What follows belongs to an exercise in optimizing a design on an open flow for small area and a short achievable clock period; a production flow would make more cautious choices.
Only simulation tests tie the RTL to the original design; equivalence was not proved.

## flow/design.v (module list and top-level ports; edited modules follow where they fit)
// module booth_enc: 12 lines
// module booth_enc0: 11 lines
// module booth_xn: 7 lines
// module booth_sel: 9 lines
// module booth_sel0: 9 lines
// module booth_sel_n: 8 lines
// module CSA: 10 lines
// module HADD: 9 lines
// module CSA1: 9 lines
// module simple_Adder: 1102 lines
// module k_nand2: 1 lines
// module k_nor2: 1 lines
// module k_xor2: 1 lines
// module k_xnor2: 1 lines
// module k_inv: 1 lines
// module k_aoi21: 1 lines
// module k_oai21: 1 lines
// module wallace: 3593 lines
// module multiplierTree: 26 lines
module multiplierTree (
    input clk,
    input rst,
    input en,
    input [31:0] a,
    input [31:0] b,
    output reg [63:0] c
);
  // ...
==> flow/flow/run.sh <==
#!/bin/bash
# Standard synthesis and layout; before placement every cell is set to its
# smallest drive (flow/downsize.tcl) so that repair sizes up only what timing needs.
set -euo pipefail
here=$(pwd)
bash standard.sh synth > synth.log 2>&1
export POST_FLOORPLAN_TCL=$here/flow/downsize.tcl
bash standard.sh finish POST_FLOORPLAN_TCL=$here/flow/downsize.tcl > layout.log 2>&1
==> flow/flow/downsize.tcl <==
# Set every standard cell to the smallest drive of its function before
# placement; repair_design and repair_timing then size up what needs it.
set db [ord::get_db]
set smallest [dict create]
foreach lib [$db getLibs] {
  foreach m [$lib getMasters] {
    set n [$m getName]
    if {![regexp {^(sky130_fd_sc_hd__[a-z0-9]+)_([0-9]+)$} $n -> base drv]} { continue }
    if {[string match "*lpflow*" $n] || [string match "*probe*" $n]} { continue }
    set a [expr {[$m getWidth] * [$m getHeight]}]
    if {![dict exists $smallest $base]} {
      dict set smallest $base [list $m $a $drv]
    } else {
      lassign [dict get $smallest $base] bm ba bd
      if {$a < $ba || ($a == $ba && $drv > $bd)} {
        dict set smallest $base [list $m $a $drv]
      }
    }
  }
}
set count 0
foreach inst [[ord::get_db_block] getInsts] {
  set m [$inst getMaster]
  set n [$m getName]
  if {![regexp {^(sky130_fd_sc_hd__[a-z0-9]+)_([0-9]+)$} $n -> base drv]} { continue }
  if {[string match "*df*" $base] || [string match "*clkbuf*" $base]} { continue }
  if {![dict exists $smallest $base]} { continue }
  set sm [lindex [dict get $smallest $base] 0]
  if {[$sm getName] ne $n} {
    $inst swapMaster $sm
    incr count
  }
}
puts "downsize: swapped $count instances"
==> flow/standard.sh <==
#!/bin/bash
# synth_recipe.tcl (not shown) runs the flow's synth.tcl, then flattens the netlist and writes it again
# the make line also repeats each setting of config.mk as NAME=value (left out here)
make -C /OpenROAD-flow-scripts/flow DESIGN_CONFIG=/design/flow/config.mk WORK_HOME=/design/flow/orfs CLKGATE_MAP_FILE= SYNTH_SCRIPT=/design/flow/synth_recipe.tcl "${@:-finish}"
==> flow/config.mk <==
export PLATFORM = sky130hd
export DESIGN_NAME = multiplierTree
export DESIGN_NICKNAME = multiplierTree
export VERILOG_FILES = /design/flow/design.v
export SDC_FILE = /design/flow/constraint.sdc
export NUM_CORES = 4
export LEC_CHECK = 0
export CAP_MARGIN = 20
export CORE_MARGIN = 2
export CORE_UTILIZATION = 40
export SLEW_MARGIN = 20
export SYNTH_HIERARCHICAL = 1
==> flow/constraint.sdc <==
create_clock -name core_clock -period 9.0 [get_ports {clk}]
set_input_delay 1.8000 -clock core_clock [delete_from_list [all_inputs] [get_ports {clk}]]
set_output_delay 1.8000 -clock core_clock [all_outputs]
set_load 0.01 [all_outputs]
==> metrics.yaml, run 1 <==
cts_hold_buffers: 0
place_congestion: 0.988
crit_type: "flip-flop to flip-flop"
fin_crit_ns: 7.90
cp.required_ns: 9.34
worst-path-buf-inv: 3
stdcell_count: 3681
grt_pass1_wl_microns: 133000
n_clock_buffer: 19
grt_max_degree: 86
cts.sinks: 128
final_antenna_net_count: 0
top_register: "c"
drt_wl_total_microns: 85500
r2r_slack_ns: 1.10
outcome: "complete, no violations"
hold_start: "c[57]$_SDFFE_PP0P_"
post_cts_buffers: 0
fp.dieH_microns: 259
hpwl_microns: 66900
cts_htree_levels: 4
top_area_cell_class: "multi-input combinational cells"
final_area_sq_mm: 0.0285
floorplan.initialDensity_pct: 40.4
fin_nets: 3374
pre_cts_ws_ns: 1.14
path_delay_family: "adder cells"
grtUsageMet3_pct: 5.08
max-clock-path-buffers: 2
nonClkBufAreaFrac_pct: 6.83
design.seq.count: 128
met2_usage_pct: 42.0
die_w_microns: 259
num-fill-cells: 6157
clock_latency_ns: 0.50
signal_buffers: 216
==> run 2: changes to the inputs <==
--- a/flow/config.mk
+++ b/flow/config.mk
@@ -9,4 +9,5 @@
 export CORE_MARGIN = 2
 export CORE_UTILIZATION = 40
+export SETUP_SLACK_MARGIN = 2.0
 export SLEW_MARGIN = 20
 export SYNTH_HIERARCHICAL = 1
==> run 2 against run 1 <==
Global-route usage up 0.95 points; hold slack worse by 0.0060 ns; fmax up 18%; sequential cell count unchanged; core utilization up 1.7 points; synthesized cell count unchanged; clock-buffer cell count down 2; die area unchanged; highest routed layer unchanged.
==> metrics.yaml, run 2 <==
synthCells: 2670
vias_per_cell: 5.99
cp.required_ns: 9.37  # +0.03 ns
fin_crit_sh_pct: 74.7
path_clk_slew_ns: 0.08
seqCellArea_sq_mm: 0.00264
drive_gt1_share_pct: 15.2
critPathMaxStageDelay_ns: 0.55
grt_usage_pct: 26.8
syn_area_sq_mm: 0.0260
synth.avg_cell_area_sq_um: 9.73
cts_htree_levels: 4  # unchanged
rsz0062_at_grt: "no"
hold_class: "flip-flop to flip-flop"
yosys_warnings: 7
setup-tns-final_ns: 0
floorplan.initialDensity_pct: 40.4  # unchanged
top_regs: "c (64), A (32), B (32)"
place_congestion: 0.991  # +0.31%
cts_tree: "yes"
tightest_slew_ns: 1.04
cp_max_fo: 33
grt_max_degree: 86  # unchanged
path_delay_family: "adder cells"
grt_pass1_vias: 22800
largest_reg_flops: 64
area_delta_synth_final_pct: 13.9
hold_viol_final: 0
final_antenna_net_count: 0  # unchanged
final_cell_mix: "xnor2_1 (595), o22ai_1 (508), fa_1 (420)"
die_area_sq_mm: 0.0670
firstDrtPassIters: 6
cts.sinks: 128  # unchanged
worst-path-buf-inv: 4  # +1
drv_slew: 0
cpMostUsedCell: "fa_1"
drtIter0Drc: 2358
hpwl_microns: 67400  # +0.75%
cts_hold_buffers: 0  # unchanged
cp-start-kind: "flip-flop"
cp.arrival_ns: 7.09
crit_type: "flip-flop to flip-flop"
fmax_mhz: 149
crit_chain: "ha_1 > clkinvlp_2 > buf_6 > o22ai_1 > fa_1 > fa_1 > fa_1 > fa_1 > fa_1 > fa_1 > fa_1 > xnor2_2 > o21ai_1 > a21oi_2 > o21ai_4 > a21oi_2 > o21ai_4 > buf_8 > inv_4 > o21ai_1 > xnor2_1 > mux2i_1 > nor2_1"
numCtsBuffers: 17
rows: 93
routedWlPerCell_microns: 24.2
synthesis.nets: 3232
cts_root_buf: "clkbuf_16"
ioPinCount: 131
clock_latency_ns: 0.50  # about the same
final_common_cell: "xnor2_1"
skew_ns: 0.0209
post-route-drc-count: 0
fp.dieH_microns: 259  # unchanged
crit_slowest_cell: "fa_1"
max-clock-path-buffers: 2  # unchanged
multi_input_area_sq_mm: 0.0220
drt_wl_total_microns: 90100  # +5.4%
relSlewSlack_pct: 30.4
top_register: "c"
die_w_microns: 259  # unchanged
overflow: 0
fin_nets: 3408  # +1.0%
outcome: "complete, no violations"
vias: 22300
grt_pass1_wl_microns: 137000  # +3.2%
placeableCoreArea_sq_mm: 0.0643
end_kind: "flip-flop"
io_buffers: 130
fin_crit_ns: 6.72  # -1.18 ns
maxCapViolCount: 0
antenna_found_initial: 7
fin_util_pct: 46.0
num-fill-cells: 6076  # -1.3%
finalSetupViolCount: 0
==> run 2: cell types whose count changed in the layout (fill, tap and decap cells not counted), sizes merged <==
cell / change
buf: +28
clkbuf: +1
clkinv: +2
clkinvlp: +13
diode: +6
inv: -13
nand2: +3
==> run 2: timing repair <==
item                       4_1_cts  5_1_grt
pin swaps                        1       11
resized for setup               61       89
setup endpoints to repair       37       37
setup buffers                    8       23
gates cloned                     0        4
==> run 2: worst min-delay path, cell delays in order, from the launching register on <==
cell	delay, ns
dfxtp_1	0.32
mux2i_1	0.06
nor2_1	0.07
==> run 2: path summary, 6_finish.rpt <==
kind / from / to / slack, ns / cells past startpoint
worst max-delay path: B[28]$_SDFFE_PP0P_ / c[56]$_SDFFE_PP0P_ / 2.28 / 23
worst min register to register: c[26]$_SDFFE_PP0P_ / c[26]$_SDFFE_PP0P_ / 0.49 / 2
worst min-delay path: c[26]$_SDFFE_PP0P_ / c[26]$_SDFFE_PP0P_ / 0.49 / 2
worst max register to register: B[28]$_SDFFE_PP0P_ / c[56]$_SDFFE_PP0P_ / 2.28 / 23
==> run 2: final cells by class <==
cell class	instances	share of cell area [%]
antenna	7	0.0592
tap	855	3.61
sequential	128	8.92
multi-input combinational	2263	74.4
clock buffer	17	1.44
clock inverter	15	0.617
inverter	189	2.50
timing repair buffer	247	8.46
==> run 2: per-layer routing <==
metal | up-vias | wire length [microns] | share of wire [%] | GRT usage, %
met5 | - | 0 | 0 | 0
met4 | 0 | 5280 | 5.9 | 15.2
met3 | 314 | 8960 | 9.9 | 5.32
met2 | 1402 | 40900 | 45 | 42.3
met1 | 10900 | 34900 | 39 | 34.4
li1 | 9645 | - | - | -
==> run 2: per-stage QoR <==
stage               area, sq um  std cells  setup slack, ns  hold slack, ns
finish                    29600       3721             2.28           0.493
global route              29600       3721             1.98           0.521
floorplan                 26300       2670             2.04           0.474
CTS                       28900       3686             2.03           0.499
global placement          27900       3646             1.09           0.474
detailed placement        27900       3646            0.947           0.482

port drivers added, routing unchanged:
No port has a modelled driver above. Below, the same layouts with a new extraction and two added sets of constraints. Step 1 sets driving cells, clkbuf_16 on the clock port and buf_2 on the other inputs (assumed; they add their load-dependent delay and slew). Step 2 times the ports against the registers' clock, not the clock port: input delays grow and output delays shrink by t, the midpoint of the rising clock arrivals with the driver on. Three values: ideal, step 1, step 2; two values: the first two.
run	t (ns)	setup slack, ns	pins driven straight from the clock port
run 1	0.550	1.096 / 1.096 / 1.096	1
run 2	0.553	2.279 / 2.279 / 2.279	1
After both steps setup and hold are still met in every run listed.
